This is an optimization exercise on Yosys and OpenROAD, whose aim is small area, a short achievable clock period and few clock cycles, not a production implementation.
No driver is modelled on the clock port, so clock power and skew are understated where the tree is cut down; a real chip needs a root buffer or a tree.
No activity file was given, so power comes from the tool's default toggle rates.

Setup of rev 12:
Design axi4_lite_slave_wrapper, start of the top module:
module axi4_lite_slave_wrapper #(
  parameter int ADDR_WIDTH = 32,
  parameter int DATA_WIDTH = 32
)(
  input  logic                      aclk,
  input  logic                      aresetn,
  input  logic [ADDR_WIDTH-1:0]     s_axi_awaddr,
  input  logic [2:0]                s_axi_awprot,
  input  logic                      s_axi_awvalid,
  output logic                      s_axi_awready,
  input  logic [DATA_WIDTH-1:0]     s_axi_wdata,
  input  logic [DATA_WIDTH/8-1:0]   s_axi_wstrb,
  input  logic                      s_axi_wvalid,
  output logic                      s_axi_wready,
  output logic [1:0]                s_axi_bresp,
  output logic                      s_axi_bvalid,
  input  logic                      s_axi_bready,
  input  logic [ADDR_WIDTH-1:0]     s_axi_araddr,
  input  logic [2:0]                s_axi_arprot,
  input  logic                      s_axi_arvalid,
  output logic                      s_axi_arready,
  output logic [DATA_WIDTH-1:0]     s_axi_rdata,
  output logic [1:0]                s_axi_rresp,
  output logic                      s_axi_rvalid,
  input  logic                      s_axi_rready
);
export LEC_CHECK = 0
export CAP_MARGIN = 20
export CORE_MARGIN = 2
export CORE_UTILIZATION = 40
export SETUP_SLACK_MARGIN = 1.4
export SLEW_MARGIN = 20
export TNS_END_PERCENT = 0
create_clock -name core_clock -period 3.0 [get_ports {aclk}]
standard.sh (not shown) runs the stock make flow with config.mk's settings and CLKGATE_MAP_FILE= SYNTH_SCRIPT=/design/flow/synth_recipe.tcl, a recipe that flattens the netlist after the stock synthesis.
==> flow/flow/run.sh <==
#!/bin/bash
# Standard ORFS layout, with buf_1 port buffers, resizing not tied to cell
# footprints, and a hand-built two-level clock tree (flow/cts_pre.tcl).
set -euo pipefail
cd "$(dirname "$0")/.."
export FLOW_CTS_LEAVES=16
export FLOW_CTS_LEAF=sky130_fd_sc_hd__clkbuf_8
export FLOW_CTS_ROOT=sky130_fd_sc_hd__clkbuf_16
bash standard.sh \
  "BUFFER_PORTS_ARGS=-buffer_cell sky130_fd_sc_hd__buf_1" \
  MATCH_CELL_FOOTPRINT=0 \
  "PRE_CTS_TCL=$(pwd)/flow/cts_pre.tcl" \
  finish > flow_orfs.log 2>&1
Other scripts of this flow, unchanged in this note and not shown: flow/flow/clock_tree.tcl, flow/flow/cts_pre.tcl
Both conditions hold for rev 12: the flow ran to the end and the final layout passed the timing, DRC and antenna checks.
Edits applied to the flow inputs when going from rev 12 to rev 13:
-- flow/design.v --
<<< rev 12, line 56
  logic [31:0] reg_scratch;
  logic       aw_v0, aw_v1;           
  logic [2:0] aw_e0, aw_e1;
  logic       aw_blk;                 
  logic       w_blk;                  
>>> rev 13, line 56
  logic [31:0] reg_scratch;
  logic       aw_v0, aw_v1;           
  logic [4:0] aw_e0, aw_e1;
  logic       aw_blk;                 
  logic       w_blk;                  
<<< rev 12, line 71
  wire b_free  = b_idle | bready;     
  wire       aw_ok_in = (awaddr[31:5] == 27'd0);
  wire       aw_wr_in = aw_ok_in & ~awaddr[2];
  wire [2:0] aw_e_in  = {aw_wr_in, awaddr[4], aw_wr_in ? awaddr[3] : ~aw_ok_in};
  function automatic logic [3:0] we_of(input logic [2:0] e);
    we_of = {4{e[2]}} & (4'b0001 << e[1:0]);
  endfunction
  logic       aw_v0_d, aw_v1_d, bs_v_d, b_v_d, w_go_d;
  logic [2:0] aw_e0_d;
  wire        aw_err0 = ~aw_e0[2] & aw_e0[0];
  always_comb begin
    aw_v0_d = aw_v0;
>>> rev 13, line 71
  wire b_free  = b_idle | bready;     
  wire       aw_ok_in = (awaddr[31:5] == 27'd0);
  wire [4:0] aw_e_in  = {~aw_ok_in,
                         aw_ok_in & (awaddr[4:2] == 3'd6),
                         aw_ok_in & (awaddr[4:2] == 3'd4),
                         aw_ok_in & (awaddr[4:2] == 3'd2),
                         aw_ok_in & (awaddr[4:2] == 3'd0)};
  logic       aw_v0_d, aw_v1_d, bs_v_d, b_v_d, w_go_d;
  logic [4:0] aw_e0_d;
  always_comb begin
    aw_v0_d = aw_v0;
<<< rev 12, line 113
      aw_blk    <= aw_v1_d;
      w_blk     <= ~w_go_d;
      w_arm     <= {4{w_go_d}} & we_of(aw_e0_d);
      awready_q <= ~aw_v1_d;
      wready_q  <= w_go_d;
>>> rev 13, line 112
      aw_blk    <= aw_v1_d;
      w_blk     <= ~w_go_d;
      w_arm     <= {4{w_go_d}} & aw_e0_d[3:0];
      awready_q <= ~aw_v1_d;
      wready_q  <= w_go_d;
<<< rev 12, line 119
      b_idle    <= ~b_v_d;
      bs_v      <= bs_v_d;
      if (b_free) b_err <= bs_v ? bs_err : aw_err0;
      if (~bs_v)  bs_err <= aw_err0;
    end
  end
>>> rev 13, line 118
      b_idle    <= ~b_v_d;
      bs_v      <= bs_v_d;
      if (b_free) b_err <= bs_v ? bs_err : aw_e0[4];
      if (~bs_v)  bs_err <= aw_e0[4];
    end
  end
<<< rev 12, line 207
    end
  end
  wire [31:0] lo_word = ({32{ar_lo[0]}} & reg_ctrl)
                      | ({32{ar_lo[1]}} & {31'd0, reg_ctrl[0]})
                      | ({32{ar_lo[2]}} & reg_data_tx)
                      | ({32{ar_lo[3]}} & reg_irq_en)
                      | ({32{ar_lo[4]}} & reg_scratch)
                      | ({32{ar_lo[5]}} & 32'hDEADBEEF);
  wire [31:0] hi_word = ({32{~ar_hi_n[0]}} & reg_ctrl)
                      | ({32{~ar_hi_n[1]}} & reg_data_tx)
                      | ({32{~ar_hi_n[2]}} & reg_irq_en)
                      | ({32{~ar_hi_n[3]}} & reg_scratch)
                      | ({32{~ar_hi_n[4]}} & axi_pkg::IP_VERSION)
                      | ({32{~ar_hi_n[5]}} & 32'hDEADBEEF);
  always_ff @(posedge aclk) begin
    if (ar_pop | ~ar_v0) begin
      ar_lo   <= lo_d;
      ar_hi_n <= ~hi_d;
    end
    if (~ar_v1) begin
      ar_ok1  <= ar_ok_in;
      ar_idx1 <= araddr[4:2];
    end
    if (r_load) r_data <= {hi_word[31:16], lo_word[15:0]};
  end
endmodule
>>> rev 13, line 206
    end
  end
  wire        r_hold = ~r_load;
  wire [5:0]  g_lo   = {6{r_load}} & ar_lo;
  wire [5:0]  g_hi   = {6{r_load}} & ~ar_hi_n;
  wire [31:0] lo_word = ({32{r_hold}}  & r_data)
                      | ({32{g_lo[0]}} & reg_ctrl)
                      | ({32{g_lo[1]}} & {31'd0, reg_ctrl[0]})
                      | ({32{g_lo[2]}} & reg_data_tx)
                      | ({32{g_lo[3]}} & reg_irq_en)
                      | ({32{g_lo[4]}} & reg_scratch)
                      | ({32{g_lo[5]}} & 32'hDEADBEEF);
  wire [31:0] hi_word = ({32{r_hold}}  & r_data)
                      | ({32{g_hi[0]}} & reg_ctrl)
                      | ({32{g_hi[1]}} & reg_data_tx)
                      | ({32{g_hi[2]}} & reg_irq_en)
                      | ({32{g_hi[3]}} & reg_scratch)
                      | ({32{g_hi[4]}} & axi_pkg::IP_VERSION)
                      | ({32{g_hi[5]}} & 32'hDEADBEEF);
  wire ar_ld = ar_pop | ~ar_v0;
  always_ff @(posedge aclk) begin
    ar_lo   <= ({6{ar_ld}} & lo_d)  | ({6{~ar_ld}} & ar_lo);
    ar_hi_n <= ({6{ar_ld}} & ~hi_d) | ({6{~ar_ld}} & ar_hi_n);
    if (~ar_v1) begin
      ar_ok1  <= ar_ok_in;
      ar_idx1 <= araddr[4:2];
    end
    r_data <= {hi_word[31:16], lo_word[15:0]};
  end
endmodule
Findings:
Between rev 13 and rev 12, the difference in portion of netlist area occupied by mux cells is negligible. In the route summary, rev 13 ends up with a via count exceeding that of rev 12. Rev 13 vs rev 12 — number of diodes rose 1. The net switching power in rev 13 sits 0.00027 W above the value recorded for rev 12. Lower area taken by multi-input logic gates goes to rev 12 over rev 13. Taking rev 12 as the reference, in rev 13 post-CTS clock slew at the launch and capture registers of the worst setup and hold paths saw an increase, cell area after technology mapping saw an increase, wire length saw an increase. Going from rev 12 to rev 13, amount of wire on met2 after detailed routing went up by 0.51%, sequential cell fraction of total power went down by 1.9 points, average size of a mapped cell went down by 9.7%, sequential share of layout area went down by 2.5 points. Looking at met3 routed wirelength, rev 13 sits 8.3% higher than rev 12 does. As far as first-pass detailed-route iteration total goes, rev 12 and rev 13 are indistinguishable; the numbers are identical.
No run of this note included a check of the RTL's function; only the layout flow was run. In every run of this note, the design's own scripts or RTL, not TritonCTS, make the clock network.

-- afterwards: timing with drivers on the ports --
No port has a modelled driver above. Below, the same layouts with a new extraction and two added sets of constraints. Step 1 assumes that a clkbuf_16 drives the clock port and a buf_2 every other input. Step 2 moves the port delays by t, midway between the first and last clock arrival at a register: inputs arrive t later, outputs are due t later. That takes back most of the time a late clock gives input paths. a / b / c = no drivers / after step 1 / after step 2; a / b = the first two.
run | t, ns | slack for setup (ns) | worst setup path after step 2
rev 12 | 0.448 | 1.430 / 1.387 / 1.034 | input to register
rev 13 | 0.442 | 1.353 / 1.353 / 0.970 | input to register
After both steps setup and hold are still met in every run listed. For rev 12, which loses most, drivers alone change the setup slack by -0.043 ns; drivers and shift together by -0.396 ns.
